What follows belongs to an exercise in optimizing a design on an open flow for small area; a production flow would make more cautious choices. Where RTL was checked, it was by simulation tests only, not by an equivalence proof against the original. No functional check of the RTL was part of runs 1 to 5. Power and IR drop assume default switching activity.

==> flow/design.v <==
`timescale 1ns/1ns
module frame_top (
    input         clk,
    input         rst_n,
    input  [15:0] data_in,
    output        crc_err,
    output        fifo_full,
    output        fifo_empty,
    output        crc_valid_o,
    output        data_out_ch1,
    output        data_out_ch2,
    output        data_out_ch3,
    output        data_out_ch4,
    output        data_out_ch5,
    output        data_out_ch6,
    output        data_out_ch7,
    output        data_out_ch8,
    output        data_vld_ch1,
    output        data_vld_ch2,
    output        data_vld_ch3,
    output        data_vld_ch4,
    output        data_vld_ch5,
    output        data_vld_ch6,
    output        data_vld_ch7,
    output        data_vld_ch8
);
    localparam [15:0] CRC_OK = 16'h7b9a;
    reg        e1, e2;           
    reg        t1, t2;           
    reg  [3:0] st;               
    reg [15:0] crc;              
    reg  [7:0] ch_sel;
    reg  [7:0] ch_pend;          
    reg        cflag;            
    reg        crc_err_r;
    reg        p0, p1, p2, p3;   
    reg  [3:0] fs;               
    reg  [3:0] wp;               
    reg [15:0] mem [0:7];
    reg  [7:0] vld;              
    reg  [7:0] ow;               
    reg        pb;               
    reg  [3:0] bc;               
    reg  [3:0] rp;               
    wire [15:0] x = data_in ^ ((st[3:1] == 3'd0) ? 16'd0 : crc);
    wire [15:0] crc_nx;
    wire s0 = x[8] ^ x[12];
    wire s1 = x[10] ^ x[14];
    wire s2 = x[5] ^ x[9];
    wire s3 = x[7] ^ x[11];
    wire s4 = x[13] ^ s2;
    wire s5 = x[6] ^ s1;
    wire s6 = x[4] ^ s0;
    wire s7 = x[15] ^ s3;
    wire s8 = x[2] ^ s5;
    wire s9 = x[14] ^ s7;
    wire s10 = x[1] ^ s4;
    wire s11 = x[12] ^ s10;
    wire s12 = x[0] ^ s6;
    wire s13 = x[13] ^ s8;
    wire s14 = x[3] ^ s9;
    wire s15 = x[11] ^ s12;
    wire s16 = x[15] ^ s6;
    assign crc_nx[0] = s15;
    assign crc_nx[1] = s11;
    assign crc_nx[2] = s13;
    assign crc_nx[3] = s14;
    assign crc_nx[4] = s16;
    assign crc_nx[5] = s4 ^ s15;
    assign crc_nx[6] = s5 ^ s11;
    assign crc_nx[7] = s7 ^ s13;
    assign crc_nx[8] = s0 ^ s14;
    assign crc_nx[9] = x[9] ^ x[13] ^ s16;
    assign crc_nx[10] = s1 ^ s4;
    assign crc_nx[11] = x[11] ^ x[15] ^ s5;
    assign crc_nx[12] = x[0] ^ x[4] ^ x[7] ^ x[8] ^ x[15];
    assign crc_nx[13] = x[1] ^ x[8] ^ s2;
    assign crc_nx[14] = x[2] ^ x[6] ^ x[9] ^ x[10];
    assign crc_nx[15] = x[3] ^ x[10] ^ s3;
    wire hdr     = e1 & e2;
    wire trl     = t1 & t2;
    wire in_data = st[3] | st[2];
    wire active  = |vld;
    wire at_trl  = in_data & trl;
    wire good    = (st != 4'd4) & (crc == CRC_OK);
    wire rp_fs   = (rp == fs);
    wire will_ld = (|ch_sel) & (~active | (rp_fs & bc[3] & bc[2]));
    wire full    = (wp[2:0] == rp[2:0]) & (wp[3] ^ rp[3]);
    wire wr_ok   = (st != 4'd0) & ~full;
    wire load    = cflag & p3;
    wire bend    = active & (bc[2:0] == 3'd7);
    wire wend    = bend & bc[3];
    wire last_w  = rp_fs | cflag;
    wire [15:0] rword = mem[rp[2:0]];
    always @(posedge clk or negedge rst_n) begin
        if (!rst_n) begin
            e1 <= 1'b0; e2 <= 1'b0; t1 <= 1'b0; t2 <= 1'b0;
            st <= 4'd0;
            crc_err_r <= 1'b0;
            p0 <= 1'b0; p1 <= 1'b0; p2 <= 1'b0; p3 <= 1'b0;
            cflag <= 1'b0;
            fs <= 4'd0; wp <= 4'd0; rp <= 4'd0;
            vld <= 8'd0;
        end else begin
            e1 <= (data_in == 16'he0e0);
            e2 <= e1;
            t1 <= (data_in == 16'h0e0e);
            t2 <= t1;
            case (st)
                4'd0:    if (hdr) st <= 4'd1;
                4'd1:    st <= 4'd2;
                4'd2:    st <= 4'd3;
                4'd3:    st <= 4'd4;
                4'd12:   st <= 4'd0;
                default: st <= trl ? 4'd0 : st + 4'd1;
            endcase
            crc_err_r <= at_trl & ~good;
            p0 <= at_trl & good;
            p1 <= p0;
            p2 <= p1;
            p3 <= p2;
            if (at_trl & good & will_ld) begin
                fs    <= fs + (st - 4'd4);
                cflag <= 1'b1;
            end else if (load) begin
                cflag <= 1'b0;
            end
            if (st == 4'd0)
                wp <= fs;
            else if (wr_ok)
                wp <= wp + 4'd1;
            if (load)
                vld <= ch_pend;
            else if (wend && last_w)
                vld <= 8'd0;
            if (bend && !bc[3])
                rp <= rp + 4'd1;
        end
    end
    always @(posedge clk) begin
        crc <= crc_nx;
        if (st == 4'd0 && hdr)
            ch_sel <= data_in[7:0];
        if (at_trl & good)
            ch_pend <= ch_sel;
        if (wr_ok)
            mem[wp[2:0]] <= data_in;
        pb <= active & ow[7];
        if (load || (wend && !last_w))
            ow <= rword[15:8];
        else if (bend)
            ow <= rword[7:0];
        else
            ow <= {ow[6:0], 1'b0};
        if (load)
            bc <= 4'd0;
        else
            bc <= bc + 4'd1;
    end
    wire bit_o = ow[7] ^ pb;
    assign crc_err     = crc_err_r;
    assign fifo_full   = 1'b0;
    assign fifo_empty  = ~p3;
    assign crc_valid_o = active;
    assign data_vld_ch1 = vld[0];
    assign data_vld_ch2 = vld[1];
    assign data_vld_ch3 = vld[2];
    assign data_vld_ch4 = vld[3];
    assign data_vld_ch5 = vld[4];
    assign data_vld_ch6 = vld[5];
    assign data_vld_ch7 = vld[6];
    assign data_vld_ch8 = vld[7];
    assign data_out_ch1 = vld[0] & bit_o;
    assign data_out_ch2 = vld[1] & bit_o;
    assign data_out_ch3 = vld[2] & bit_o;
    assign data_out_ch4 = vld[3] & bit_o;
    assign data_out_ch5 = vld[4] & bit_o;
    assign data_out_ch6 = vld[5] & bit_o;
    assign data_out_ch7 = vld[6] & bit_o;
    assign data_out_ch8 = vld[7] & bit_o;
endmodule
==> flow/run.sh <==
#!/bin/bash
# synth_recipe.tcl (not shown) runs the flow's synth.tcl, then flattens the netlist and writes it again
# the make line also repeats each setting of config.mk as NAME=value (left out here)
make -C /OpenROAD-flow-scripts/flow DESIGN_CONFIG=/design/flow/config.mk WORK_HOME=/design/flow/orfs CLKGATE_MAP_FILE= SYNTH_SCRIPT=/design/flow/synth_recipe.tcl finish
==> flow/config.mk <==
export PLATFORM = sky130hd
export DESIGN_NAME = frame_top
export DESIGN_NICKNAME = frame_top
export VERILOG_FILES = /design/flow/design.v
export SDC_FILE = /design/flow/constraint.sdc
export NUM_CORES = 4
export LEC_CHECK = 0
export CAP_MARGIN = 20
export CORE_MARGIN = 2
export CORE_UTILIZATION = 40
export PLACE_DENSITY = 0.6
export SLEW_MARGIN = 20
==> flow/constraint.sdc <==
create_clock -name core_clock -period 5.0 [get_ports {clk}]
set_input_delay 1.0000 -clock core_clock [delete_from_list [all_inputs] [get_ports {clk}]]
set_output_delay 1.0000 -clock core_clock [all_outputs]
set_load 0.01 [all_outputs]
==> impl_metrics.yaml, run 1 <==
setup_path:
  critical_path.endpoint_type: "primary output"
  worstPathRequired_ns: 4.00
  worstSetupPathType: "flip-flop to primary output"
  worst-path-max-fanout: 4
  reg2reg_slack_ns: 2.44
  crit_path_start_kind: "flip-flop"
  crit_path_arrival_time_ns: 2.12
final_layout:
  stdcell_count: 898
  regArea_um2: 5757
  fillCellCount: 1907
  final_net_count: 633
  num_antenna_cells: 0
  post_route_cells_drive_above_1_share_pct: 16.83
  area_delta_synth_final_pct: 14.97
  multi_input_area_um2: 3033
timing:
  worstMarginPinSlew_ns: 0.8236
  min_cycle_time_layout_ns: 3.123
  rsz0062_at_grt: "no"
  finalHoldViolations: 0
  tns_ns: 0
  slew-limit-headroom_pct: 45.10
  finalCritPeriodShare_pct: 62.45
  achievable-frequency_mhz: 320.3
  final-setup-viol-count: 0
  fin_worst_skew_ns: 0.01011
  report.final.slew_viol_count: 0
status:
  run_status: "no timing/DRC/antenna violations"
clocking:
  longest_clk_path_bufs: 3
  cts_tree: "built"
  cts-htree-levels: 1
  cts_repair_resize_count: 0
  ctsHoldBuffers: 0
  postCtsSetupRepairBufs: 0
  cts.clk_slew.worst_paths_ns: 0.06
  clock_latency_ns: 0.49
  cts-root-buf: "clkbuf_16"
  cts_num_sinks: 207
  tritoncts.num_buffers: 22
floorplanning:
  design.portCount: 38
  die_area_um2: 23580
  core_box_area_um2: 21890
  chipHeight_um: 153.6
  initial_utilization_pct: 40.88
  rows: 54
  die_x_um: 153.6
detailed_routing:
  drtPass1Iterations: 7
  postRouteWirelength_um: 18070
  drc: 0
  routed-via-count: 4668
  wl_per_cell_um: 20.12
  detail_route.iter0.violations: 303
  antenna_left: 0
  routed_via_density: 5.198
logic_synthesis:
  top_cells_by_area_in_the_synthesized_netlist: "edfxtp_1 (48%), dfrtp_1 (9.5%), mux4_2 (8.1%)"
  synth_cell_type_count: 54
  synthesis.yosys.warnings: 1
  synth_area_per_cell_um2: 16.12
  synth_edf_count: 144
  syn_area_um2: 8949
  net_count_synth: 586
  asyncSetResetFlopFracSynth_pct: 16.43
  synth_top_area_share_pct: 48.32
  yosys_register_bits: 207
  seq_area_frac_synth_pct: 64.32
  synthMostInstantiatedCell: "edfxtp_1"
  yosys_most_used_dff: "edfxtp_1"
  synth_top_cells_by_count: "edfxtp_1 (144), xnor2_1 (67), nor2_1 (37)"
  netlist_instances: 555
  synth.largest_area_cell: "edfxtp_1"
placed_design:
  number_of_placed_cells_counting_well_taps: 858
  placement.io_buffers: 36
  detailed_place_hpwl_um: 11540
  globalplace.congestion: 0.8100
hold_path:
  min_path_type: "flip-flop to flip-flop"
global_route:
  antenna_found_initial: 0
  wire_length_of_the_first_global_routing_pass_um: 28390
  globalRoute.totalOverflow: 0
  vias_in_the_first_global_route: 4859
  grt_start_max_net_pins: 35
  globalRouteTotalUtil_pct: 15.59
job:
  maxCapViolCount: 0
power:
  power.static_leakage_nw: 3.516
  powerDensity_nw_per_um2: 365.4
  vdd_drop_max_mv: 0.2294
## registers in the layout (all words and copies together) (netlist names), 4 cells and up
signal	flops
crc	16
fs	4
ow	8
st	4
ch_sel	8
ch_pend	8
vld	8
mem	128
wp	4
bc	4
rp	4
## placed cells by master (no fill, tap or decap), types with 16 or more instances in the layout
cell | synthesis | final
clkbuf_16 | 0 | 23
dfrtp_1 | 34 | 33
xor2_1 | 16 | 16
edfxtp_1 | 144 | 144
xnor2_1 | 67 | 67
mux4_2 | 32 | 32
mux2i_1 | 23 | 23
clkdlybuf4s50_1 | 0 | 35
dfxtp_1 | 29 | 29
nor2_1 | 37 | 37
## final cells by class
| type | instances | share of cell area [%] |
|---|---|---|
| Multi-Input combinational cell | 315 | 29.48 |
| Clock buffer | 32 | 5.947 |
| Clock inverter | 8 | 0.6324 |
| Timing Repair Buffer | 47 | 4.256 |
| Tap cell | 280 | 3.405 |
| Inverter | 9 | 0.3283 |
| Sequential cell | 207 | 55.95 |
## logic make-up (layout without fill, tap and decap cells)
| family | count (synthesis) | count (layout) | synth area share, % |
|---|---|---|---|
| multiplexers | 61 | 61 | 11.38 |
| XOR/XNOR | 96 | 96 | 10.77 |
| AND/OR/NAND/NOR | 109 | 109 | 6.725 |
| flip-flops | 207 | 207 | 64.32 |
| buffers and inverters | 33 | 96 | 2.069 |
| AO/OA/AOI/OAI | 35 | 35 | 2.796 |
| adder cells (fa/ha/maj) | 13 | 13 | 1.902 |
| other | 1 | 1 | 0.04191 |
## stage by stage
stage          hold WS (ns)  instance area (µm²)  total power [mW]  worst slack [ns]  utilization (%)
6_report             0.3460                10290             3.759             1.877            47.00
5_1_grt              0.3551                10290             3.892             1.776            47.00
4_1_cts              0.3495                10280             3.795             1.841            46.96
3_5_place_dp         0.3358                 9603             2.265             2.019            43.87
3_3_place_gp         0.3358                 9603             2.263             2.070            43.87
2_1_floorplan        0.3312                 8949             2.191             2.172                -
## per-layer routing
| metal | GRT usage [%] | up-vias | share of wire (%) |
|---|---|---|---|
| met2 | 26.35 | 99 | 49 |
| li1 | - | 2148 | - |
| met3 | 2.255 | 26 | 4.7 |
| met5 | 0 | - | 0 |
| met1 | 21.51 | 2395 | 45 |
| met4 | 3.626 | 0 | 1.7 |
## power breakdown
| part | total, mW | leakage [nW] | internal (mW) | switching [mW] |
|---|---|---|---|---|
| registers | 1.93 | 2.01 | 1.87 | 0.0577 |
| logic | 0.300 | 1.17 | 0.174 | 0.126 |
| clock network | 1.53 | 0.333 | 0.901 | 0.629 |
| total | 3.76 | 3.52 | 2.95 | 0.812 |
## path summary, 6_finish.rpt
path | startpoint | to | cells past startpoint
max | vld[5]$_DFFE_PN0P_ | crc_valid_o | 3
max reg2reg | rp[0]$_DFFE_PN0P_ | ow[7]$_DFF_P_ | 4
min in group asynchronous | rst_n | p0$_DFF_PN0_ | 1
min | p1$_DFF_PN0_ | p2$_DFF_PN0_ | 0
min reg2reg | p1$_DFF_PN0_ | p2$_DFF_PN0_ | 0
max in group asynchronous | rst_n | rp[0]$_DFFE_PN0P_ | 1
## worst max-delay path, cell delays in order, from the launching register on
cell and delay, ns:
dfrtp_1 0.40, nor4_1 0.47, nand2_1 0.22, clkdlybuf4s50_1 0.53
==> run 2, diff against run 1 <==
--- a/flow/config.mk
+++ b/flow/config.mk
@@ -8,5 +8,6 @@
 export CAP_MARGIN = 20
 export CORE_MARGIN = 2
 export CORE_UTILIZATION = 40
+export CTS_BUF_LIST = sky130_fd_sc_hd__clkbuf_4
 export PLACE_DENSITY = 0.6
 export SLEW_MARGIN = 20
==> run 2 against run 1 <==
  * Global-route usage increased by 0.36 points
  * Non-clock buffer count stayed put
  * Clock power about the same
  * First-iteration DRC count fell by 19%
  * Via count increased by 4.1%
  * Worst hold slack barely moved
  * Highest routed layer unchanged
  * Sequential power hardly changed
  * Cell area is 0.62% higher
  * Still clean
  * Synthesized cell count did not move
  * Wire length rose by 0.90%
  * Register-to-register slack hardly changed
  * Die area unchanged
==> impl_metrics.yaml, run 2 <==
final_layout:
  flip_flop_count_of_the_largest_register_after_layout: 128
  final_net_count: 665
  finalCoreUtilization_pct: 47.29
  post_route_cells_drive_above_1_share_pct: 24.41
  layout.cells.most_common_list: "edfxtp_1 (144), clkbuf_4 (89), xnor2_1 (67), nor2_1 (37), clkdlybuf4s50_1 (35)"
  area_delta_synth_final_pct: 15.69
  most_common_cell_after_layout_fill_and_taps_aside: "edfxtp_1"
timing:
  slew-limit-headroom_pct: 45.35
  worstMarginPinSlew_ns: 0.8197
  achievable-frequency_mhz: 304.0
  fin_worst_skew_ns: 0.04441
  finalCritPeriodShare_pct: 65.80
  finalHoldViolations: 0
  report.final.slew_viol_count: 0
  final-setup-viol-count: 0
  min_cycle_time_layout_ns: 3.290
  rsz0062_at_grt: "no"
  tns_ns: 0
clocking:
  cts.clk_slew.worst_paths_ns: 0.06
  cts-root-buf: "clkbuf_4"
  cts_num_sinks: 207
  ctsHoldBuffers: 0
  longest_clk_path_bufs: 3
  cts-htree-levels: 2
  cts_tree: "built"
  cts_repair_resize_count: 0
  clock_latency_ns: 0.67
  tritoncts.num_buffers: 54
  postCtsSetupRepairBufs: 0
power:
  totalPowerFinal_mw: 3.738
  powerDensity_nw_per_um2: 361.1
  power.static_leakage_nw: 3.616
  vdd_drop_max_mv: 0.1513
floorplanning:
  core_box_area_um2: 21890
  die_area_um2: 23580
  chipHeight_um: 153.6
  rows: 54
  die_x_um: 153.6
  initial_utilization_pct: 40.88
  design.portCount: 38
setup_path:
  critical_path.endpoint_type: "primary output"
  reg2regPathDepth: 4
  worstPathRequired_ns: 4.00
  worstSetupPathType: "flip-flop to primary output"
  crit_path_arrival_time_ns: 2.29
  crit_path_start_kind: "flip-flop"
  worst-path-max-fanout: 4
logic_synthesis:
  asyncSetResetFlopFracSynth_pct: 16.43
  fraction_of_the_mapped_netlist_area_in_compound_gates_pct: 2.796
  net_count_synth: 586
  synth_edf_count: 144
  synth_top_cells_by_count: "edfxtp_1 (144), xnor2_1 (67), nor2_1 (37)"
  largest_family_of_logic_cells_by_synthesized_area: "multiplexers"
  synth_cell_type_count: 54
  yosys_most_used_dff: "edfxtp_1"
  synth_xor_area_share_pct: 10.77
  synthesis.yosys.warnings: 1
  top_cells_by_area_in_the_synthesized_netlist: "edfxtp_1 (48%), dfrtp_1 (9.5%), mux4_2 (8.1%)"
  synthMostInstantiatedCell: "edfxtp_1"
  yosys_register_bits: 207
  syn_area_um2: 8949
  netlist_instances: 555
  seq_area_frac_synth_pct: 64.32
  post_synth_and_or_nand_nor_area_fraction_pct: 6.725
  synth.largest_area_cell: "edfxtp_1"
  synth_top_area_share_pct: 48.32
  synth_area_per_cell_um2: 16.12
  synth_fa_ha_area_share_pct: 1.902
  synthMuxAreaShare_pct: 11.38
global_route:
  vias_in_the_first_global_route: 5084
  grt_start_max_net_pins: 35
  globalRouteTotalUtil_pct: 15.95
  wire_length_of_the_first_global_routing_pass_um: 28740
  globalRoute.totalOverflow: 0
  antenna_found_initial: 1
placed_design:
  placement.io_buffers: 36
  detailed_place_hpwl_um: 11540
  globalplace.congestion: 0.8100
job:
  maxCapViolCount: 0
detailed_routing:
  drc: 0
  antenna_left: 0
  routed_via_density: 5.073
  routedLengthMet1_um: 7992
  detail_route.iter0.violations: 244
  postRouteWirelength_um: 18230
  route.met3.wl_um: 973
  route.top_layer_used: "met4"
  wl_per_cell_um: 19.03
  detailroute.wirelength.met2_um: 8917
  drtPass1Iterations: 4
  routed-via-count: 4860
status:
  run_status: "no timing/DRC/antenna violations"
hold_path:
  min_delay_path_depth: 0
  min_path_type: "flip-flop to flip-flop"
-- run 2: worst max-delay path, stage by stage, from the launching register on --
cell	delay [ns]
dfrtp_1	0.40
nor4_1	0.47
nand2_1	0.22
clkdlybuf4s50_1	0.53
-- run 2: cell families (layout without fill, tap and decap cells) --
group / Yosys count / in the layout
xor gates and xnor gates: 96 / 96
adders and majority gates: 13 / 13
DFF: 207 / 207
and+or+nand+nor: 109 / 109
muxes: 61 / 61
other: 1 / 3
buffers and inverters: 33 / 154
AOI/OAI and AO/OA: 35 / 35
-- run 2: metrics by stage --
| stage | instance area (µm²) | worst slack, ns | cells | hold slack (ns) |
|---|---|---|---|---|
| after floorplan | 8949 | 2.172 | 555 | 0.3312 |
| after detailed placement | 9603 | 2.019 | 858 | 0.3358 |
| final | 10350 | 1.710 | 958 | 0.3460 |
| after global routing | 10350 | 1.554 | 958 | 0.3549 |
| after global placement | 9603 | 2.070 | 858 | 0.3358 |
| after CTS | 10340 | 1.626 | 956 | 0.3495 |
-- run 2: per-layer routing --
layer  GRT usage (%)  up-vias
met2           26.31      116
met4           5.199        0
met5               0        -
li1                -     2257
met1           20.89     2456
met3           3.890       31
-- run 2: final timing paths --
kind                                     from                 to  slack [ns]
setup / recovery           vld[5]$_DFFE_PN0P_        crc_valid_o        1.71
setup reg to reg            rp[0]$_DFFE_PN0P_      ow[7]$_DFF_P_        2.45
hold / removal                   p1$_DFF_PN0_       p2$_DFF_PN0_        0.35
max in group asynchronous               rst_n  rp[0]$_DFFE_PN0P_        3.99
hold reg to reg                  p1$_DFF_PN0_       p2$_DFF_PN0_        0.35
min in group asynchronous               rst_n  wp[2]$_DFFE_PN0P_        0.42
-- run 2: cell type report --
cell class	count	area (µm²)
fillers	1940	11540
flip-flops and latches	207	5757
clock inverters	9	67.56
clock buffers	89	668.1
diodes	2	5.005
well taps	280	350.3
multi-input cells	315	3033
repair buffers	47	437.9
inverters	9	33.78
-- run 2: where the power goes --
| group | switching (mW) | internal (mW) | leakage, nW | total [mW] |
|---|---|---|---|---|
| sequential | 0.0576 | 1.87 | 2.01 | 1.93 |
| combinational | 0.125 | 0.174 | 1.17 | 0.299 |
| clock | 0.661 | 0.849 | 0.433 | 1.51 |
==> run 3, diff against run 2 <==
--- a/flow/config.mk
+++ b/flow/config.mk
@@ -8,6 +8,6 @@
 export CAP_MARGIN = 20
 export CORE_MARGIN = 2
 export CORE_UTILIZATION = 40
-export CTS_BUF_LIST = sky130_fd_sc_hd__clkbuf_4
+export CTS_BUF_LIST = sky130_fd_sc_hd__clkbuf_8
 export PLACE_DENSITY = 0.6
 export SLEW_MARGIN = 20
==> run 3 against run 2 <==
  * Worst hold slack worse by 0.00094 ns
  * Wire length shrank 0.19%
  * Sequential share of layout area is 0.20 points higher
  * Global-route usage decreased by 0.13 points
  * Register-to-register slack got worse by 0.03 ns
  * Combinational power about the same
  * Cell count fell by 3.5%
  * Non-clock buffer count did not move
  * Clock-buffer cell count decreased by 48
  * Synthesized cell count unchanged
  * Critical path type unchanged
  * Critical endpoint unchanged
  * Largest power group unchanged
==> impl_metrics.yaml, run 3 <==
status:
  run_status: "no timing/DRC/antenna violations"
clocking:
  tritoncts.num_buffers: 36
  postCtsSetupRepairBufs: 0
  cts-htree-levels: 2
  cts.clk_slew.worst_paths_ns: 0.06
  cts_tree: "built"
  clock_latency_ns: 0.53
  cts_num_sinks: 207
  ctsHoldBuffers: 0
  longest_clk_path_bufs: 3
  cts-root-buf: "clkbuf_8"
  cts_repair_resize_count: 0
floorplanning:
  die_x_um: 153.6
  initial_utilization_pct: 40.88
  rows: 54
  die_area_um2: 23580
  design.portCount: 38
  core_box_area_um2: 21890
  chipHeight_um: 153.6
timing:
  worstMarginPinSlew_ns: 0.8230
  fin_worst_skew_ns: 0.02310
  finalHoldViolations: 0
  tns_ns: 0
  finalCritPeriodShare_pct: 63.09
  postLayoutSetupSlackWorst_ns: 1.846
  final-setup-viol-count: 0
  slew-limit-headroom_pct: 45.13
  rsz0062_at_grt: "no"
  achievable-frequency_mhz: 317.0
  report.final.slew_viol_count: 0
  min_cycle_time_layout_ns: 3.155
placed_design:
  placed_area_um2: 9603
  placement.setup.worst_slack_ns: 2.019
  detailed_place_hpwl_um: 11540
  placement.io_buffers: 36
  globalplace.congestion: 0.8100
  number_of_placed_cells_counting_well_taps: 858
global_route:
  globalRouteTotalUtil_pct: 15.82
  vias_in_the_first_global_route: 4942
  grt_start_max_net_pins: 35
  antenna_found_initial: 0
  wire_length_of_the_first_global_routing_pass_um: 28570
  globalRoute.totalOverflow: 0
setup_path:
  worstPathRequired_ns: 4.00
  reg2regPathDepth: 4
  worst-path-max-fanout: 4
  worst_r2r_src: "rp[0]$_DFFE_PN0P_"
  slowest_stage: "clkdlybuf4s50_1"
  reg2reg_end: "ow[3]$_DFF_P_"
  crit_path_arrival_time_ns: 2.15
  worstSetupPathType: "flip-flop to primary output"
  critical_path.endpoint_type: "primary output"
  crit_path_start_kind: "flip-flop"
  slowest_delay_ns: 0.53
  critical_path.cell_chain: "nor4_1 -> nand2_1 -> clkdlybuf4s50_1"
  reg2reg_slack_ns: 2.42
hold_path:
  worst_hold_startpoint: "p1$_DFF_PN0_"
  hold_end: "p2$_DFF_PN0_"
  min_delay_path_depth: 0
  min_path_type: "flip-flop to flip-flop"
power:
  totalPowerFinal_mw: 3.706
  vdd_drop_max_mv: 0.1458
  power.static_leakage_nw: 3.600
  powerDensity_nw_per_um2: 359.3
final_layout:
  flip_flop_count_of_the_largest_register_after_layout: 128
  area_delta_synth_final_pct: 15.27
  layout.cells.most_common_list: "edfxtp_1 (144), xnor2_1 (67), clkbuf_8 (41), nor2_1 (37), clkdlybuf4s50_1 (35)"
  final_net_count: 647
  most_common_cell_after_layout_fill_and_taps_aside: "edfxtp_1"
  post_route_cells_drive_above_1_share_pct: 18.63
  num_antenna_cells: 0
  fillCellCount: 1920
  final_area_um2: 10310
  stdcell_count: 924
logic_synthesis:
  yosys_most_used_dff: "edfxtp_1"
  synth_cell_type_count: 54
  synthMostInstantiatedCell: "edfxtp_1"
  synth_edf_count: 144
  synthesis.yosys.warnings: 1
  synth_area_per_cell_um2: 16.12
  top_cells_by_area_in_the_synthesized_netlist: "edfxtp_1 (48%), dfrtp_1 (9.5%), mux4_2 (8.1%)"
  synth_top_cells_by_count: "edfxtp_1 (144), xnor2_1 (67), nor2_1 (37)"
  seq_area_frac_synth_pct: 64.32
  netlist_instances: 555
  synth_top_area_share_pct: 48.32
  net_count_synth: 586
  synth.largest_area_cell: "edfxtp_1"
  asyncSetResetFlopFracSynth_pct: 16.43
  yosys_register_bits: 207
  syn_area_um2: 8949
detailed_routing:
  wl_per_cell_um: 19.69
  antenna_left: 0
  routed_via_density: 5.175
  postRouteWirelength_um: 18200
  detail_route.iter0.violations: 276
  drc: 0
  routed-via-count: 4782
  drtPass1Iterations: 6
job:
  maxCapViolCount: 0
run 3: stage by stage:
stage,hold WS [ns],util [%]
floorplan,0.3312,-
global placement,0.3358,43.87
detailed placement,0.3358,43.87
CTS,0.3482,47.08
global route,0.3545,47.12
finish,0.3451,47.12
run 3: routing by layer:
| layer | part of all wire (%) | track usage [%] | wire length [µm] | vias to the layer above |
|---|---|---|---|---|
| met1 | 46 | 21.86 | 8320 | 2449 |
| met5 | 0 | 0 | 0 | - |
| met4 | 2.0 | 4.675 | 365 | 0 |
| met2 | 48 | 25.57 | 8727 | 119 |
| met3 | 4.3 | 3.157 | 782 | 29 |
| li1 | - | - | - | 2185 |
run 3: cell families after synthesis:
| logic type | synth area share (%) |
|---|---|
| flip-flops | 64.32 |
| AND/OR/NAND/NOR | 6.725 |
| XOR/XNOR | 10.77 |
| multiplexers | 11.38 |
| AO/OA/AOI/OAI | 2.796 |
| buffers and inverters | 2.069 |
| adder cells (fa/ha/maj) | 1.902 |
| other | 0.04191 |
run 3: worst max path at each step:
stage	start	to	cells past startpoint
floorplan	st[1]$_DFFE_PN0P_	mem[1][0]$_DFFE_PP_	7
global placement	data_in[6]	crc[7]$_DFF_P_	6
detailed placement	data_in[6]	crc[7]$_DFF_P_	6
CTS	vld[5]$_DFFE_PN0P_	crc_valid_o	3
global route	vld[5]$_DFFE_PN0P_	crc_valid_o	3
finish	vld[5]$_DFFE_PN0P_	crc_valid_o	3
run 3: critical path, delay by kind of cell, from the launching register on:
kind	cells	cell delay [ns]
buf+inv	1	0.53
simple gates	2	0.69
flops	1	0.40
run 3: power breakdown:
| part | internal (mW) | switching [mW] |
|---|---|---|
| combinational | 0.175 | 0.125 |
| sequential | 1.87 | 0.0587 |
| clock | 0.808 | 0.667 |
| total | 2.85 | 0.852 |
run 3: final cells by class:
class / instances / area (µm²) / area share, %
clock buffers: 41 / 564.3 / 5.471
clock inverters: 25 / 138.9 / 1.346
inverters: 9 / 33.78 / 0.3275
multi-input cells: 315 / 3033 / 29.40
flip-flops and latches: 207 / 5757 / 55.81
well taps: 280 / 350.3 / 3.396
repair buffers: 47 / 437.9 / 4.246
==> run 4, diff against run 3 <==
--- a/flow/config.mk
+++ b/flow/config.mk
@@ -8,6 +8,8 @@
 export CAP_MARGIN = 20
 export CORE_MARGIN = 2
 export CORE_UTILIZATION = 40
-export CTS_BUF_LIST = sky130_fd_sc_hd__clkbuf_8
+export CTS_BUF_LIST = sky130_fd_sc_hd__clkbuf_16
+export CTS_CLUSTER_DIAMETER = 200
+export CTS_CLUSTER_SIZE = 30
 export PLACE_DENSITY = 0.6
 export SLEW_MARGIN = 20
==> run 4 against run 3 <==
  * Still clean
  * Area after synthesis is the same
  * Flip-flop and latch count is the same
  * First-iteration DRC count rose by 8.7%
  * Core utilization down 1.9 points
  * Sequential power is essentially flat
  * Critical path depth unchanged
  * Clock skew down 0.0083 ns
  * Largest cell class unchanged
==> impl_metrics.yaml, run 4 <==
final_layout:
  final_net_count: 621
  num_antenna_cells: 0
  finalCoreUtilization_pct: 45.26
  post_route_cells_drive_above_1_share_pct: 14.31
  area_delta_synth_final_pct: 10.71
  stdcell_count: 874
  flip_flop_count_of_the_largest_register_after_layout: 128
  layout.cells.most_common_list: "edfxtp_1 (144), xnor2_1 (67), nor2_1 (37), clkdlybuf4s50_1 (35), dfrtp_1 (33)"
  most_common_cell_after_layout_fill_and_taps_aside: "edfxtp_1"
  final_area_um2: 9907
timing:
  worstMarginPinSlew_ns: 0.8147
  finalHoldViolations: 0
  tns_ns: 0
  final-setup-viol-count: 0
  postLayoutSetupSlackWorst_ns: 1.889
  fin_worst_skew_ns: 0.01480
  finalCritPeriodShare_pct: 62.22
  achievable-frequency_mhz: 321.5
  min_cycle_time_layout_ns: 3.111
  rsz0062_at_grt: "no"
  hold_ws_ns: 0.3571
  slew-limit-headroom_pct: 45.69
  report.final.slew_viol_count: 0
setup_path:
  crit_path_arrival_time_ns: 2.11
  reg2reg_end: "ow[7]$_DFF_P_"
  worst_r2r_src: "rp[0]$_DFFE_PN0P_"
  crit_path_start_kind: "flip-flop"
  reg2reg_slack_ns: 2.45
  reg2regPathDepth: 4
  worstSetupPathType: "flip-flop to primary output"
  worstPathRequired_ns: 4.00
  critical_path.endpoint_type: "primary output"
  worst-path-max-fanout: 4
floorplanning:
  core_box_area_um2: 21890
  die_x_um: 153.6
  rows: 54
  die_area_um2: 23580
  chipHeight_um: 153.6
  design.portCount: 38
  initial_utilization_pct: 40.88
clocking:
  cts_repair_resize_count: 0
  tritoncts.num_buffers: 10
  cts_num_sinks: 207
  cts-root-buf: "clkbuf_16"
  ctsHoldBuffers: 0
  cts.clk_slew.worst_paths_ns: 0.11
  longest_clk_path_bufs: 3
  postCtsSetupRepairBufs: 0
  cts-htree-levels: 1
  clock_latency_ns: 0.46
  cts_tree: "built"
logic_synthesis:
  top_cells_by_area_in_the_synthesized_netlist: "edfxtp_1 (48%), dfrtp_1 (9.5%), mux4_2 (8.1%)"
  synthesis.yosys.warnings: 1
  yosys_most_used_dff: "edfxtp_1"
  synthMostInstantiatedCell: "edfxtp_1"
  yosys_register_bits: 207
  net_count_synth: 586
  seq_area_frac_synth_pct: 64.32
  synth_top_area_share_pct: 48.32
  syn_area_um2: 8949
  asyncSetResetFlopFracSynth_pct: 16.43
  synth.largest_area_cell: "edfxtp_1"
  synth_top_cells_by_count: "edfxtp_1 (144), xnor2_1 (67), nor2_1 (37)"
  synth_edf_count: 144
  synth_area_per_cell_um2: 16.12
  synth_cell_type_count: 54
  netlist_instances: 555
power:
  totalPowerFinal_mw: 3.125
  share_comb_of_total_power_pct: 9.6
  power.static_leakage_nw: 3.340
  power.share.sequential_pct: 61.7
  swShare_pct: 21.75
  power.clock.fraction_pct: 28.7
  p_sw_uw: 679.7
  vdd_drop_max_mv: 0.1897
  powerDensity_nw_per_um2: 315.4
  internal_power_mw: 2.445
hold_path:
  worst_hold_startpoint: "p1$_DFF_PN0_"
  min_delay_path_depth: 0
  hold_end: "p2$_DFF_PN0_"
  min_path_type: "flip-flop to flip-flop"
global_route:
  globalRouteTotalUtil_pct: 15.19
  vias_in_the_first_global_route: 4716
  wire_length_of_the_first_global_routing_pass_um: 27700
  grt_start_max_net_pins: 35
  antenna_found_initial: 0
  globalRoute.totalOverflow: 0
status:
  run_status: "no timing/DRC/antenna violations"
detailed_routing:
  routed-via-count: 4555
  detail_route.iter0.violations: 300
  routed_via_density: 5.212
  drc: 0
  postRouteWirelength_um: 17580
  wl_per_cell_um: 20.12
  antenna_left: 0
  drtPass1Iterations: 4
placed_design:
  placement.io_buffers: 36
  placed_area_um2: 9603
  number_of_placed_cells_counting_well_taps: 858
  globalplace.congestion: 0.8100
  placement.setup.worst_slack_ns: 2.019
  detailed_place_hpwl_um: 11540
job:
  maxCapViolCount: 0
-- run 4: how the worst max path moves through the flow --
stage	to	startpoint	slack [ns]	cells after the start
after CTS	crc_valid_o	vld[5]$_DFFE_PN0P_	1.85	3
after global placement	crc[7]$_DFF_P_	data_in[6]	2.07	6
after detailed placement	crc[7]$_DFF_P_	data_in[6]	2.02	6
after global routing	crc_valid_o	vld[4]$_DFFE_PN0P_	1.78	3
final	crc_valid_o	vld[4]$_DFFE_PN0P_	1.89	3
after floorplan	mem[1][0]$_DFFE_PP_	st[1]$_DFFE_PN0P_	2.17	7
-- run 4: final cells by class --
type,count,area [µm²]
clock inverters,5,20.02
flip-flops and latches,207,5757
clock buffers,11,275.3
inverters,9,33.78
multi-input cells,315,3033
well taps,280,350.3
fillers,1933,11980
repair buffers,47,437.9
-- run 4: routing by layer --
| metal | routed length [µm] | vias up | track usage (%) |
|---|---|---|---|
| li1 | - | 2112 | - |
| met1 | 7764 | 2333 | 21.21 |
| met2 | 8836 | 98 | 25.99 |
| met3 | 761 | 12 | 1.945 |
| met4 | 221 | 0 | 2.665 |
| met5 | 0 | - | 0 |
-- run 4: kinds of logic (layout without fill, tap and decap cells) --
group | Yosys count | count (layout) | synth area share [%]
DFF | 207 | 207 | 64.32
and+or+nand+nor | 109 | 109 | 6.725
xor gates and xnor gates | 96 | 96 | 10.77
muxes | 61 | 61 | 11.38
AOI/OAI and AO/OA | 35 | 35 | 2.796
buffers and inverters | 33 | 72 | 2.069
adders and majority gates | 13 | 13 | 1.902
other | 1 | 1 | 0.04191
-- run 4: power by group through the flow --
stage / registers, mW / logic [mW] / clock network, mW
global route: 1.93 / 0.326 / 0.985
global placement: 1.97 / 0.297 / 0
finish: 1.93 / 0.300 / 0.898
detailed placement: 1.97 / 0.299 / 0
CTS: 1.93 / 0.302 / 0.927
floorplan: 1.94 / 0.253 / 0
-- run 4: critical path, cell delays in order, from the launching register on --
cell,delay [ns]
dfrtp_1,0.43
nor4_1,0.46
nand2_1,0.22
clkdlybuf4s50_1,0.53
==> run 5, diff against run 4 <==
--- a/flow/design.v
+++ b/flow/design.v
@@ -44,39 +44,22 @@
     reg  [3:0] rp;               
     wire [15:0] x = data_in ^ ((st[3:1] == 3'd0) ? 16'd0 : crc);
     wire [15:0] crc_nx;
-    wire s0 = x[8] ^ x[12];
-    wire s1 = x[10] ^ x[14];
-    wire s2 = x[5] ^ x[9];
-    wire s3 = x[7] ^ x[11];
-    wire s4 = x[13] ^ s2;
-    wire s5 = x[6] ^ s1;
-    wire s6 = x[4] ^ s0;
-    wire s7 = x[15] ^ s3;
-    wire s8 = x[2] ^ s5;
-    wire s9 = x[14] ^ s7;
-    wire s10 = x[1] ^ s4;
-    wire s11 = x[12] ^ s10;
-    wire s12 = x[0] ^ s6;
-    wire s13 = x[13] ^ s8;
-    wire s14 = x[3] ^ s9;
-    wire s15 = x[11] ^ s12;
-    wire s16 = x[15] ^ s6;
-    assign crc_nx[0] = s15;
-    assign crc_nx[1] = s11;
-    assign crc_nx[2] = s13;
-    assign crc_nx[3] = s14;
-    assign crc_nx[4] = s16;
-    assign crc_nx[5] = s4 ^ s15;
-    assign crc_nx[6] = s5 ^ s11;
-    assign crc_nx[7] = s7 ^ s13;
-    assign crc_nx[8] = s0 ^ s14;
-    assign crc_nx[9] = x[9] ^ x[13] ^ s16;
-    assign crc_nx[10] = s1 ^ s4;
-    assign crc_nx[11] = x[11] ^ x[15] ^ s5;
+    assign crc_nx[0]  = x[0] ^ x[4] ^ x[8] ^ x[11] ^ x[12];
+    assign crc_nx[1]  = x[1] ^ x[5] ^ x[9] ^ x[12] ^ x[13];
+    assign crc_nx[2]  = x[2] ^ x[6] ^ x[10] ^ x[13] ^ x[14];
+    assign crc_nx[3]  = x[3] ^ x[7] ^ x[11] ^ x[14] ^ x[15];
+    assign crc_nx[4]  = x[4] ^ x[8] ^ x[12] ^ x[15];
+    assign crc_nx[5]  = x[0] ^ x[4] ^ x[5] ^ x[8] ^ x[9] ^ x[11] ^ x[12] ^ x[13];
+    assign crc_nx[6]  = x[1] ^ x[5] ^ x[6] ^ x[9] ^ x[10] ^ x[12] ^ x[13] ^ x[14];
+    assign crc_nx[7]  = x[2] ^ x[6] ^ x[7] ^ x[10] ^ x[11] ^ x[13] ^ x[14] ^ x[15];
+    assign crc_nx[8]  = x[3] ^ x[7] ^ x[8] ^ x[11] ^ x[12] ^ x[14] ^ x[15];
+    assign crc_nx[9]  = x[4] ^ x[8] ^ x[9] ^ x[12] ^ x[13] ^ x[15];
+    assign crc_nx[10] = x[5] ^ x[9] ^ x[10] ^ x[13] ^ x[14];
+    assign crc_nx[11] = x[6] ^ x[10] ^ x[11] ^ x[14] ^ x[15];
     assign crc_nx[12] = x[0] ^ x[4] ^ x[7] ^ x[8] ^ x[15];
-    assign crc_nx[13] = x[1] ^ x[8] ^ s2;
+    assign crc_nx[13] = x[1] ^ x[5] ^ x[8] ^ x[9];
     assign crc_nx[14] = x[2] ^ x[6] ^ x[9] ^ x[10];
-    assign crc_nx[15] = x[3] ^ x[10] ^ s3;
+    assign crc_nx[15] = x[3] ^ x[7] ^ x[10] ^ x[11];
     wire hdr     = e1 & e2;
     wire trl     = t1 & t2;
     wire in_data = st[3] | st[2];
--- a/flow/config.mk
+++ b/flow/config.mk
@@ -8,8 +8,8 @@
 export CAP_MARGIN = 20
 export CORE_MARGIN = 2
 export CORE_UTILIZATION = 40
-export CTS_BUF_LIST = sky130_fd_sc_hd__clkbuf_16
-export CTS_CLUSTER_DIAMETER = 200
-export CTS_CLUSTER_SIZE = 30
+export CTS_BUF_LIST = sky130_fd_sc_hd__clkbuf_8
+export CTS_CLUSTER_DIAMETER = 150
+export CTS_CLUSTER_SIZE = 16
 export PLACE_DENSITY = 0.6
 export SLEW_MARGIN = 20
==> run 5 against run 4 <==
  * Synthesized cell count shrank 0.90%
  * Clock skew grew 0.0063 ns
  * Die area shrank 1.7%
  * Sequential power is essentially flat
  * Area after synthesis shrank 1.8%
  * Fmax grew 2.6%
  * Largest cell class unchanged
  * Cell count grew 1.3%
==> impl_metrics.yaml, run 5 <==
status:
  run_status: "no timing/DRC/antenna violations"
logic_synthesis:
  synth_edf_count: 144
  net_count_synth: 581
  yosys_most_used_dff: "edfxtp_1"
  synth_area_per_cell_um2: 15.98
  asyncSetResetFlopFracSynth_pct: 16.43
  yosys_register_bits: 207
  top_cells_by_area_in_the_synthesized_netlist: "edfxtp_1 (49%), dfrtp_1 (9.7%), mux4_2 (8.2%)"
  synth_top_area_share_pct: 49.19
  synthMostInstantiatedCell: "edfxtp_1"
  synthesis.yosys.warnings: 1
  seq_area_frac_synth_pct: 65.47
  synth.largest_area_cell: "edfxtp_1"
  syn_area_um2: 8791
  netlist_instances: 550
  synth_top_cells_by_count: "edfxtp_1 (144), xnor2_1 (62), nor2_1 (39)"
  synth_cell_type_count: 51
detailed_routing:
  drtPass1Iterations: 4
  postRouteWirelength_um: 17500
  drc: 0
  detail_route.iter0.violations: 350
  wl_per_cell_um: 19.77
  routed-via-count: 4573
  routed_via_density: 5.167
  antenna_left: 0
final_layout:
  num_antenna_cells: 0
  most_common_cell_after_layout_fill_and_taps_aside: "edfxtp_1"
  layout.cells.most_common_list: "edfxtp_1 (144), xnor2_1 (62), nor2_1 (39), clkdlybuf4s50_1 (35), dfrtp_1 (33)"
  final_net_count: 627
  area_delta_synth_final_pct: 11.20
  post_route_cells_drive_above_1_share_pct: 13.72
  flip_flop_count_of_the_largest_register_after_layout: 128
timing:
  postLayoutSetupSlackWorst_ns: 1.968
  min_cycle_time_layout_ns: 3.032
  fin_worst_skew_ns: 0.02106
  finalCritPeriodShare_pct: 60.65
  rsz0062_at_grt: "no"
  achievable-frequency_mhz: 329.8
  final-setup-viol-count: 0
  worstMarginPinSlew_ns: 1.073
  slew-limit-headroom_pct: 28.02
  report.final.slew_viol_count: 0
  finalHoldViolations: 0
  tns_ns: 0
global_route:
  grt_start_max_net_pins: 37
  globalRouteTotalUtil_pct: 15.40
  antenna_found_initial: 0
  globalRoute.totalOverflow: 0
  vias_in_the_first_global_route: 4890
  wire_length_of_the_first_global_routing_pass_um: 27660
clocking:
  tritoncts.num_buffers: 16
  cts_repair_resize_count: 0
  cts.clk_slew.worst_paths_ns: 0.10
  postCtsSetupRepairBufs: 0
  ctsHoldBuffers: 0
  cts-root-buf: "clkbuf_8"
  clock_latency_ns: 0.50
  cts_tree: "built"
  longest_clk_path_bufs: 3
  cts-htree-levels: 1
  cts_num_sinks: 207
setup_path:
  worst_r2r_src: "st[3]$_DFFE_PN0P_"
  worstSetupPathType: "flip-flop to primary output"
  reg2regPathDepth: 5
  source_of_the_critical_timing_path: "vld[5]$_DFFE_PN0P_"
  worst-path-max-fanout: 4
  crit_path_arrival_time_ns: 2.03
  critical_path.endpoint_type: "primary output"
  worstPathRequired_ns: 4.00
  crit_path_start_kind: "flip-flop"
power:
  power.static_leakage_nw: 3.320
  vdd_drop_max_mv: 0.1537
  totalPowerFinal_mw: 2.955
  powerDensity_nw_per_um2: 302.3
hold_path:
  min_delay_path_depth: 0
  min_path_type: "flip-flop to flip-flop"
  worst_hold_startpoint: "p1$_DFF_PN0_"
job:
  maxCapViolCount: 0
floorplanning:
  chipHeight_um: 152.2
  core_box_area_um2: 21690
  design.portCount: 38
  die_x_um: 152.2
  initial_utilization_pct: 40.53
  die_area_um2: 23180
  rows: 54
placed_design:
  placement.io_buffers: 36
  detailed_place_hpwl_um: 11230
  placement.setup.worst_slack_ns: 1.829
  globalplace.congestion: 0.7798
run 5: logic make-up (layout without fill, tap and decap cells):
kind of cell               Yosys count  count (layout)  synth area share (%)
muxes                               62              62                 11.71
xor gates and xnor gates            90              90                 9.949
AOI/OAI and AO/OA                   33              33                 2.690
DFF                                207             207                 65.47
and+or+nand+nor                    114             114                 6.590
adders and majority gates           13              13                 1.936
buffers and inverters               30              85                 1.608
other                                1               1               0.04266
run 5: stage by stage:
| step | cells | util, % | hold WS [ns] | instance area, µm² |
|---|---|---|---|---|
| floorplan | 550 | - | 0.3312 | 8791 |
| global placement | 858 | 43.82 | 0.3330 | 9504 |
| detailed placement | 858 | 43.82 | 0.3373 | 9504 |
| CTS | 885 | 45.07 | 0.3624 | 9776 |
| global route | 885 | 45.07 | 0.3660 | 9776 |
| finish | 885 | 45.07 | 0.3546 | 9776 |
run 5: metal layers:
metal  wire length (µm)  GRT usage (%)
met1               7646          20.48
met2               8929          27.28
met5                  0              0
met4                214          3.160
met3                707          2.019
run 5: critical path: stages (launching register included):
cell	delay, ns
dfrtp_1	0.42
nor4_1	0.43
nand2_1	0.17
clkdlybuf4s50_1	0.52
run 5: power by group:
group	switching (mW)	internal (mW)	leakage, nW
registers	0.0503	1.87	2.01
clock network	0.517	0.317	0.175
logic	0.0906	0.112	1.14
run 5: final timing paths:
check                                     end  slack, ns
setup / recovery                  crc_valid_o       1.97
hold / removal                   p2$_DFF_PN0_       0.35
setup reg to reg               crc[8]$_DFF_P_       2.35
hold reg to reg                  p2$_DFF_PN0_       0.35
max in group asynchronous   rp[0]$_DFFE_PN0P_       3.90
min in group asynchronous  vld[1]$_DFFE_PN0P_       0.56
run 5: cell type report:
class	instances	area (µm²)
inverter	9	33.78
fill	1919	11910
clock inverter	10	37.54
clock buffer	17	234.0
timing repair buffer	49	452.9
sequential	207	5757
multi-input combinational	313	2910
tap	280	350.3
==> run 6, diff against run 5 <==
--- a/flow/design.v
+++ b/flow/design.v
@@ -1,3 +1,10 @@
+module crc_xor2 (
+    input  a,
+    input  b,
+    output y
+);
+    assign y = a ^ b;
+endmodule
 `timescale 1ns/1ns
 module frame_top (
     input         clk,
@@ -44,22 +51,49 @@
     reg  [3:0] rp;               
     wire [15:0] x = data_in ^ ((st[3:1] == 3'd0) ? 16'd0 : crc);
     wire [15:0] crc_nx;
-    assign crc_nx[0]  = x[0] ^ x[4] ^ x[8] ^ x[11] ^ x[12];
-    assign crc_nx[1]  = x[1] ^ x[5] ^ x[9] ^ x[12] ^ x[13];
-    assign crc_nx[2]  = x[2] ^ x[6] ^ x[10] ^ x[13] ^ x[14];
-    assign crc_nx[3]  = x[3] ^ x[7] ^ x[11] ^ x[14] ^ x[15];
-    assign crc_nx[4]  = x[4] ^ x[8] ^ x[12] ^ x[15];
-    assign crc_nx[5]  = x[0] ^ x[4] ^ x[5] ^ x[8] ^ x[9] ^ x[11] ^ x[12] ^ x[13];
-    assign crc_nx[6]  = x[1] ^ x[5] ^ x[6] ^ x[9] ^ x[10] ^ x[12] ^ x[13] ^ x[14];
-    assign crc_nx[7]  = x[2] ^ x[6] ^ x[7] ^ x[10] ^ x[11] ^ x[13] ^ x[14] ^ x[15];
-    assign crc_nx[8]  = x[3] ^ x[7] ^ x[8] ^ x[11] ^ x[12] ^ x[14] ^ x[15];
-    assign crc_nx[9]  = x[4] ^ x[8] ^ x[9] ^ x[12] ^ x[13] ^ x[15];
-    assign crc_nx[10] = x[5] ^ x[9] ^ x[10] ^ x[13] ^ x[14];
-    assign crc_nx[11] = x[6] ^ x[10] ^ x[11] ^ x[14] ^ x[15];
-    assign crc_nx[12] = x[0] ^ x[4] ^ x[7] ^ x[8] ^ x[15];
-    assign crc_nx[13] = x[1] ^ x[5] ^ x[8] ^ x[9];
-    assign crc_nx[14] = x[2] ^ x[6] ^ x[9] ^ x[10];
-    assign crc_nx[15] = x[3] ^ x[7] ^ x[10] ^ x[11];
+    wire [25:0] s;
+    crc_xor2 u_x0 (.a(x[8]), .b(x[12]), .y(s[0]));
+    crc_xor2 u_x1 (.a(x[10]), .b(x[14]), .y(s[1]));
+    crc_xor2 u_x2 (.a(x[5]), .b(x[9]), .y(s[2]));
+    crc_xor2 u_x3 (.a(x[7]), .b(x[11]), .y(s[3]));
+    crc_xor2 u_x4 (.a(x[13]), .b(s[2]), .y(s[4]));
+    crc_xor2 u_x5 (.a(x[6]), .b(s[1]), .y(s[5]));
+    crc_xor2 u_x6 (.a(x[4]), .b(s[0]), .y(s[6]));
+    crc_xor2 u_x7 (.a(x[15]), .b(s[3]), .y(s[7]));
+    crc_xor2 u_x8 (.a(x[2]), .b(s[5]), .y(s[8]));
+    crc_xor2 u_x9 (.a(x[14]), .b(s[7]), .y(s[9]));
+    crc_xor2 u_x10 (.a(x[1]), .b(s[4]), .y(s[10]));
+    crc_xor2 u_x11 (.a(x[12]), .b(s[10]), .y(s[11]));
+    crc_xor2 u_x12 (.a(x[0]), .b(s[6]), .y(s[12]));
+    crc_xor2 u_x13 (.a(x[13]), .b(s[8]), .y(s[13]));
+    crc_xor2 u_x14 (.a(x[3]), .b(s[9]), .y(s[14]));
+    crc_xor2 u_x15 (.a(x[11]), .b(s[12]), .y(s[15]));
+    crc_xor2 u_x16 (.a(x[15]), .b(s[6]), .y(s[16]));
+    crc_xor2 u_x17 (.a(s[4]), .b(s[15]), .y(crc_nx[5]));
+    crc_xor2 u_x18 (.a(s[5]), .b(s[11]), .y(crc_nx[6]));
+    crc_xor2 u_x19 (.a(s[7]), .b(s[13]), .y(crc_nx[7]));
+    crc_xor2 u_x20 (.a(s[0]), .b(s[14]), .y(crc_nx[8]));
+    crc_xor2 u_x21 (.a(x[9]), .b(x[13]), .y(s[17]));
+    crc_xor2 u_x22 (.a(s[17]), .b(s[16]), .y(crc_nx[9]));
+    crc_xor2 u_x23 (.a(s[1]), .b(s[4]), .y(crc_nx[10]));
+    crc_xor2 u_x24 (.a(x[11]), .b(x[15]), .y(s[18]));
+    crc_xor2 u_x25 (.a(s[18]), .b(s[5]), .y(crc_nx[11]));
+    crc_xor2 u_x26 (.a(x[0]), .b(x[4]), .y(s[19]));
+    crc_xor2 u_x27 (.a(s[19]), .b(x[7]), .y(s[20]));
+    crc_xor2 u_x28 (.a(s[20]), .b(x[8]), .y(s[21]));
+    crc_xor2 u_x29 (.a(s[21]), .b(x[15]), .y(crc_nx[12]));
+    crc_xor2 u_x30 (.a(x[1]), .b(x[8]), .y(s[22]));
+    crc_xor2 u_x31 (.a(s[22]), .b(s[2]), .y(crc_nx[13]));
+    crc_xor2 u_x32 (.a(x[2]), .b(x[6]), .y(s[23]));
+    crc_xor2 u_x33 (.a(s[23]), .b(x[9]), .y(s[24]));
+    crc_xor2 u_x34 (.a(s[24]), .b(x[10]), .y(crc_nx[14]));
+    crc_xor2 u_x35 (.a(x[3]), .b(x[10]), .y(s[25]));
+    crc_xor2 u_x36 (.a(s[25]), .b(s[3]), .y(crc_nx[15]));
+    assign crc_nx[0] = s[15];
+    assign crc_nx[1] = s[11];
+    assign crc_nx[2] = s[13];
+    assign crc_nx[3] = s[14];
+    assign crc_nx[4] = s[16];
     wire hdr     = e1 & e2;
     wire trl     = t1 & t2;
     wire in_data = st[3] | st[2];
==> flow/flow/run.sh (new file) <==
#!/bin/bash
# The standard layout (standard.sh, standard synthesis unchanged), with two
# changes: the port buffers are buf_1 cells, and clock tree synthesis uses
# clkbuf_8 in clusters of up to 16 sinks without dummy loads.
set -euo pipefail
export BUFFER_PORTS_ARGS="-buffer_cell sky130_fd_sc_hd__buf_1"
export CTS_ARGS="-sink_clustering_enable -repair_clock_nets -sink_clustering_size 16 -sink_clustering_max_diameter 150 -buf_list sky130_fd_sc_hd__clkbuf_8 -dont_use_dummy_load"
bash standard.sh > standard.log 2>&1
==> flow/standard.sh (new file) <==
#!/bin/bash
# synth_recipe.tcl (not shown) runs the flow's synth.tcl, then flattens the netlist and writes it again
# the make line also repeats each setting of config.mk as NAME=value (left out here)
make -C /OpenROAD-flow-scripts/flow DESIGN_CONFIG=/design/flow/config.mk WORK_HOME=/design/flow/orfs CLKGATE_MAP_FILE= SYNTH_SCRIPT=/design/flow/synth_recipe.tcl "${@:-finish}"
--- a/flow/config.mk
+++ b/flow/config.mk
@@ -13,3 +13,4 @@
 export CTS_CLUSTER_SIZE = 16
 export PLACE_DENSITY = 0.6
 export SLEW_MARGIN = 20
+export SYNTH_HIERARCHICAL = 1
removed: flow/run.sh
==> run 6 against run 5 <==
  * Worst hold slack better by 0.0028 ns
  * Clock skew down 0.0053 ns
  * Sequential power about the same
  * Wire length down 1.4%
  * Non-clock buffer count up 1
  * First-iteration DRC count unchanged
  * Cell area down 5.5%
  * Via count down 3.9%
  * Synthesized cell count down 4.9%
  * Fmax up 4.8%
  * Setup slack better by 0.14 ns
  * Sequential share of layout area up 3.4 points
  * Critical endpoint is now crc[6]$_DFF_P_
  * Highest routed layer unchanged
==> impl_metrics.yaml, run 6 <==
final_layout:
  final_net_count: 604
  stdcell_count: 846
  flip_flop_count_of_the_largest_register_after_layout: 128
  area_delta_synth_final_pct: 8.554
  final_area_um2: 9241
  fillCellCount: 1864
  post_route_cells_drive_above_1_share_pct: 13.66
  regArea_um2: 5757
  finalCoreUtilization_pct: 44.10
  most_common_cell_after_layout_fill_and_taps_aside: "edfxtp_1"
  multi_input_area_um2: 2649
  layout.cells.most_common_list: "edfxtp_1 (144), xor2_1 (47), buf_1 (35), dfrtp_1 (33)"
  num_antenna_cells: 0
power:
  power.clock.fraction_pct: 28.6
  power.share.sequential_pct: 67.5
  totalPowerFinal_mw: 2.798
  powerDensity_nw_per_um2: 302.7
  vdd_drop_max_mv: 0.1266
  internal_power_mw: 2.196
  p_sw_uw: 601.7
  share_comb_of_total_power_pct: 3.9
  power.static_leakage_nw: 3.140
  swShare_pct: 21.51
global_route:
  vias_in_the_first_global_route: 4584
  globalRouteTotalUtil_pct: 15.98
  grt_start_max_net_pins: 35
  wire_length_of_the_first_global_routing_pass_um: 26850
  globalRoute.totalOverflow: 0
  antenna_found_initial: 1
detailed_routing:
  detailroute.wirelength.met2_um: 8408
  detail_route.iter0.violations: 350
  wl_per_cell_um: 20.40
  route.top_layer_used: "met4"
  routed_via_density: 5.196
  routedLengthMet1_um: 7826
  postRouteWirelength_um: 17260
  drtPass1Iterations: 4
  routed-via-count: 4396
  antenna_left: 0
  route.met3.wl_um: 897
  drc: 0
logic_synthesis:
  synth_fa_ha_area_share_pct: 1.999
  synth_area_per_cell_um2: 16.28
  largest_family_of_logic_cells_by_synthesized_area: "multiplexers"
  post_synth_and_or_nand_nor_area_fraction_pct: 6.614
  synthMuxAreaShare_pct: 12.01
  synth_top_area_share_pct: 50.79
  yosys_register_bits: 207
  syn_area_um2: 8513
  net_count_synth: 554
  synth_cell_type_count: 51
  asyncSetResetFlopFracSynth_pct: 16.43
  synth_xor_area_share_pct: 7.510
  fraction_of_the_mapped_netlist_area_in_compound_gates_pct: 2.822
  synth_edf_count: 144
  synthMostInstantiatedCell: "edfxtp_1"
  synth_top_cells_by_count: "edfxtp_1 (144), xor2_1 (47), dfrtp_1 (34)"
  netlist_instances: 523
  synthesis.yosys.warnings: 7
  synth.largest_area_cell: "edfxtp_1"
  top_cells_by_area_in_the_synthesized_netlist: "edfxtp_1 (51%), dfrtp_1 (10%), mux4_2 (8.5%)"
  yosys_most_used_dff: "edfxtp_1"
  seq_area_frac_synth_pct: 67.61
setup_path:
  slowest_delay_ns: 0.49
  critical_path.cell_chain: "nor2_1 -> nand2_1 -> nand2_1 -> xnor2_1 -> xor2_1 -> xor2_1 -> xor2_1 -> xor2_1 -> xor2_1"
  worstSetupPathType: "flip-flop to flip-flop"
  worst-path-max-fanout: 16
  crit_path_start_kind: "flip-flop"
  critical_path.endpoint_type: "flip-flop"
  worstPathRequired_ns: 5.44
  slowest_stage: "dfrtp_1"
  crit_path_arrival_time_ns: 3.33
  worst_path_most_repeated_cell: "xor2_1"
timing:
  finalHoldViolations: 0
  final-setup-viol-count: 0
  rsz0062_at_grt: "no"
  finalCritPeriodShare_pct: 57.88
  slew-limit-headroom_pct: 36.04
  worstMarginPinSlew_ns: 0.9507
  achievable-frequency_mhz: 345.5
  fin_worst_skew_ns: 0.01575
  report.final.slew_viol_count: 0
  tns_ns: 0
  hold_ws_ns: 0.3574
  postLayoutSetupSlackWorst_ns: 2.106
  min_cycle_time_layout_ns: 2.894
floorplanning:
  rows: 53
  initial_utilization_pct: 40.63
  core_box_area_um2: 20960
  design.portCount: 38
  die_area_um2: 22470
  chipHeight_um: 149.9
  die_x_um: 149.9
clocking:
  cts.clk_slew.worst_paths_ns: 0.11
  cts-root-buf: "clkbuf_8"
  cts_num_sinks: 207
  longest_clk_path_bufs: 3
  clock_latency_ns: 0.50
  tritoncts.num_buffers: 16
  cts_tree: "built"
  cts_repair_resize_count: 0
  cts-htree-levels: 1
  postCtsSetupRepairBufs: 0
  ctsHoldBuffers: 0
placed_design:
  placed_area_um2: 9021
  globalplace.congestion: 0.8102
  placement.io_buffers: 36
  detailed_place_hpwl_um: 11160
  placement.setup.worst_slack_ns: 2.019
  number_of_placed_cells_counting_well_taps: 830
hold_path:
  min_path_type: "flip-flop to flip-flop"
status:
  run_status: "no timing/DRC/antenna violations"
job:
  maxCapViolCount: 0
run 6: changes by cell type in the layout (fill, tap and decap cells not counted), moves of 11 or more:
cell	previous run	this run
xnor2_1	62	26
buf_1	0	35
clkdlybuf4s50_1	35	0
xor2_1	21	47
nor2_1	39	24
inv_1	19	8
run 6: per-layer routing:
| layer | track usage [%] | vias to the layer above |
|---|---|---|
| li1 | - | 2042 |
| met2 | 26.74 | 96 |
| met4 | 2.783 | 0 |
| met3 | 2.409 | 11 |
| met1 | 22.56 | 2247 |
| met5 | 0 | - |
run 6: area by class of cell:
cell class,instances,area share (%)
clock buffer,16,2.383
inverter,8,0.3249
timing repair buffer,50,2.613
sequential,207,62.29
tap,275,3.723
multi-input combinational,290,28.66
run 6: modules after synthesis, one instance, submodules excluded:
module	flip-flops and latches	area, µm²	cells
frame_top	207	8189	486
crc_xor2	0	8.758	1
run 6: path summary, 6_finish.rpt:
check | slack, ns | startpoint | depth (start not counted) | end
min | 0.36 | p1$_DFF_PN0_ | 0 | p2$_DFF_PN0_
max | 2.11 | st[3]$_DFFE_PN0P_ | 9 | crc[6]$_DFF_P_
max reg2reg | 2.11 | st[3]$_DFFE_PN0P_ | 9 | crc[6]$_DFF_P_
min reg2reg | 0.36 | p1$_DFF_PN0_ | 0 | p2$_DFF_PN0_
max in group asynchronous | 3.81 | rst_n | 1 | rp[0]$_DFFE_PN0P_
min in group asynchronous | 0.60 | rst_n | 1 | vld[1]$_DFFE_PN0P_
run 6: power by group through the flow:
stage,Clock [mW],Combinational (mW),Sequential [mW]
2_1_floorplan,0,0.0637,1.92
3_3_place_gp,0,0.107,1.93
3_5_place_dp,0,0.109,1.93
4_1_cts,0.828,0.110,1.89
5_1_grt,0.895,0.121,1.89
6_report,0.800,0.108,1.89
run 6: cells by family (layout without fill, tap and decap cells):
family          after synthesis  in the layout
simple gates                107            107
flops                       207            207
compound gates               35             35
xor+xnor                     73             73
buf+inv                      26             74
other cells                   1              1
fa+ha+maj                    13             13
mux                          61             61
run 6: worst max-delay path, delay by kind of cell, from the launching register on:
kind             cells  cell delay [ns]
XOR/XNOR             6             1.63
AND/OR/NAND/NOR      3             0.71
flip-flops           1             0.49
==> run 7, diff against run 6 <==
==> flow/run.sh (new file) <==
#!/bin/bash
# synth_recipe.tcl (not shown) runs the flow's synth.tcl, then flattens the netlist and writes it again
# the make line also repeats each setting of config.mk as NAME=value (left out here)
make -C /OpenROAD-flow-scripts/flow DESIGN_CONFIG=/design/flow/config.mk WORK_HOME=/design/flow/orfs CLKGATE_MAP_FILE= SYNTH_SCRIPT=/design/flow/synth_recipe.tcl finish
removed: flow/flow/run.sh
removed: flow/standard.sh
==> run 7 against run 6 <==
  * Flip-flop and latch count stayed put
  * Largest cell class unchanged
  * Register-to-register slack got worse by 0.09 ns
  * Worst hold slack got worse by 0.0011 ns
  * Still clean on timing, DRC and antenna
==> impl_metrics.yaml, run 7 <==
clocking:
  cts_repair_resize_count: 0
  cts.clk_slew.worst_paths_ns: 0.10
  postCtsSetupRepairBufs: 0
  cts-root-buf: "clkbuf_8"
  cts_num_sinks: 207
  tritoncts.num_buffers: 16
  cts_tree: "built"
  cts-htree-levels: 1
  clock_latency_ns: 0.49
  longest_clk_path_bufs: 3
  ctsHoldBuffers: 0
placed_design:
  globalplace.congestion: 0.8314
  placement.setup.worst_slack_ns: 1.574
  detailed_place_hpwl_um: 11320
  placement.io_buffers: 36
logic_synthesis:
  synth_cell_type_count: 51
  synthesis.yosys.warnings: 7
  yosys_register_bits: 207
  synth.largest_area_cell: "edfxtp_1"
  net_count_synth: 554
  synthMostInstantiatedCell: "edfxtp_1"
  netlist_instances: 523
  synth_area_per_cell_um2: 16.28
  synth_top_area_share_pct: 50.79
  seq_area_frac_synth_pct: 67.61
  yosys_most_used_dff: "edfxtp_1"
  top_cells_by_area_in_the_synthesized_netlist: "edfxtp_1 (51%), dfrtp_1 (10%), mux4_2 (8.5%)"
  syn_area_um2: 8513
  synth_edf_count: 144
  asyncSetResetFlopFracSynth_pct: 16.43
  synth_top_cells_by_count: "edfxtp_1 (144), xor2_1 (47), dfrtp_1 (34)"
timing:
  finalCritPeriodShare_pct: 64.90
  min_cycle_time_layout_ns: 3.245
  rsz0062_at_grt: "no"
  postLayoutSetupSlackWorst_ns: 1.755
  final-setup-viol-count: 0
  finalHoldViolations: 0
  achievable-frequency_mhz: 308.2
  slew-limit-headroom_pct: 40.84
  fin_worst_skew_ns: 0.008452
  worstMarginPinSlew_ns: 0.8793
  tns_ns: 0
  hold_ws_ns: 0.3563
  report.final.slew_viol_count: 0
detailed_routing:
  drtPass1Iterations: 4
  postRouteWirelength_um: 17210
  detail_route.iter0.violations: 384
  routed_via_density: 5.229
  drc: 0
  antenna_left: 0
  routed-via-count: 4481
  wl_per_cell_um: 20.08
setup_path:
  crit_buf_inv: 1
  worstSetupPathType: "flip-flop to primary output"
  critical_path.cell_chain: "or4_1 -> or2_4 -> clkdlybuf4s50_1"
  worst-path-max-fanout: 4
  worstPathRequired_ns: 4.00
  source_of_the_critical_timing_path: "vld[1]$_DFFE_PN0P_"
  worst_path_dominant_cell_family: "simple AND/OR/NAND/NOR gates"
  reg2regPathDepth: 9
  reg2reg_slack_ns: 2.02
  crit_path_start_kind: "flip-flop"
  reg2reg_end: "crc[6]$_DFF_P_"
  worst_r2r_src: "st[3]$_DFFE_PN0P_"
  slowest_stage: "or4_1"
  crit_path_arrival_time_ns: 2.25
  critical_path.endpoint_type: "primary output"
  slowest_delay_ns: 0.58
hold_path:
  min_delay_path_depth: 0
  min_path_type: "flip-flop to flip-flop"
  hold_end: "p3$_DFF_PN0_"
  worst_hold_startpoint: "p2$_DFF_PN0_"
final_layout:
  layout.cells.most_common_list: "edfxtp_1 (144), xor2_1 (47), clkdlybuf4s50_1 (35), dfrtp_1 (33)"
  num_antenna_cells: 0
  area_delta_synth_final_pct: 11.79
  most_common_cell_after_layout_fill_and_taps_aside: "edfxtp_1"
  flip_flop_count_of_the_largest_register_after_layout: 128
  regArea_um2: 5757
  fillCellCount: 1845
  multi_input_area_um2: 2658
  post_route_cells_drive_above_1_share_pct: 13.40
  final_net_count: 603
global_route:
  grt_start_max_net_pins: 35
  globalRouteTotalUtil_pct: 15.87
  vias_in_the_first_global_route: 4605
  wire_length_of_the_first_global_routing_pass_um: 26510
  globalRoute.totalOverflow: 0
  antenna_found_initial: 0
floorplanning:
  die_x_um: 149.9
  chipHeight_um: 149.9
  initial_utilization_pct: 40.63
  core_box_area_um2: 20960
  design.portCount: 38
  die_area_um2: 22470
  rows: 53
power:
  power.static_leakage_nw: 3.302
  vdd_drop_max_mv: 0.1784
  powerDensity_nw_per_um2: 298.3
job:
  maxCapViolCount: 0
status:
  run_status: "no timing/DRC/antenna violations"
[run 7: area by class of cell]
type | count | share of cell area, %
sequential | 207 | 60.49
multi-input combinational | 290 | 27.93
timing repair buffer | 49 | 4.759
tap | 275 | 3.616
clock buffer | 17 | 2.459
clock inverter | 11 | 0.4339
inverter | 8 | 0.3155
[run 7: report_power, final]
part,switching [mW],internal [mW],leakage (nW)
logic,0.0721,0.0457,1.11
registers,0.0230,1.87,2.01
clock network,0.512,0.318,0.181
total,0.607,2.23,3.30
[run 7: routing by layer]
layer	global-route usage, %	vias to the layer above	part of all wire [%]
li1	-	2045	-
met1	21.65	2329	46
met2	26.69	83	49
met3	2.195	24	3.8
met4	4.528	0	1.9
met5	0	-	0
[run 7: worst max-delay path by stage]
| stage | endpoint | slack, ns | cells after the start |
|---|---|---|---|
| 2_1_floorplan | mem[0][0]$_DFFE_PP_ | 2.16 | 5 |
| 3_3_place_gp | crc[8]$_DFF_P_ | 1.69 | 7 |
| 3_5_place_dp | crc[6]$_DFF_P_ | 1.57 | 7 |
| 4_1_cts | crc_valid_o | 1.71 | 3 |
| 5_1_grt | crc_valid_o | 1.67 | 3 |
| 6_report | crc_valid_o | 1.75 | 3 |
[run 7: kinds of logic (layout without fill, tap and decap cells)]
logic type / after synthesis / in the layout / synth area share (%)
buffers and inverters: 26 / 85 / 1.396
xor gates and xnor gates: 73 / 73 / 7.510
adders and majority gates: 13 / 13 / 1.999
and+or+nand+nor: 107 / 107 / 6.614
other: 1 / 1 / 0.04405
AOI/OAI and AO/OA: 35 / 35 / 2.822
DFF: 207 / 207 / 67.61
muxes: 61 / 61 / 12.01
[run 7: per-module statistics from Yosys, one instance, submodules excluded]
module / cells inside / area, µm² / flops+latches
frame_top: 486 / 8189 / 207
crc_xor2: 1 / 8.758 / 0
[run 7: stage by stage]
stage,util (%),area [µm²],cells,power [mW]
after floorplan,-,8513,523,1.984
after global placement,44.06,9233,829,2.044
after detailed placement,44.10,9241,829,2.046
after CTS,45.41,9517,857,2.870
after global routing,45.41,9517,857,2.942
final,45.41,9517,857,2.839

Re-timed with assumed drivers on the ports (clkbuf_16 on the clock, buf_2 on other inputs), run 7 has 1.715 ns of setup slack against 1.755 ns with ideal ports, and 1.571 ns once port delays also move by the mid clock arrival of 0.530 ns.
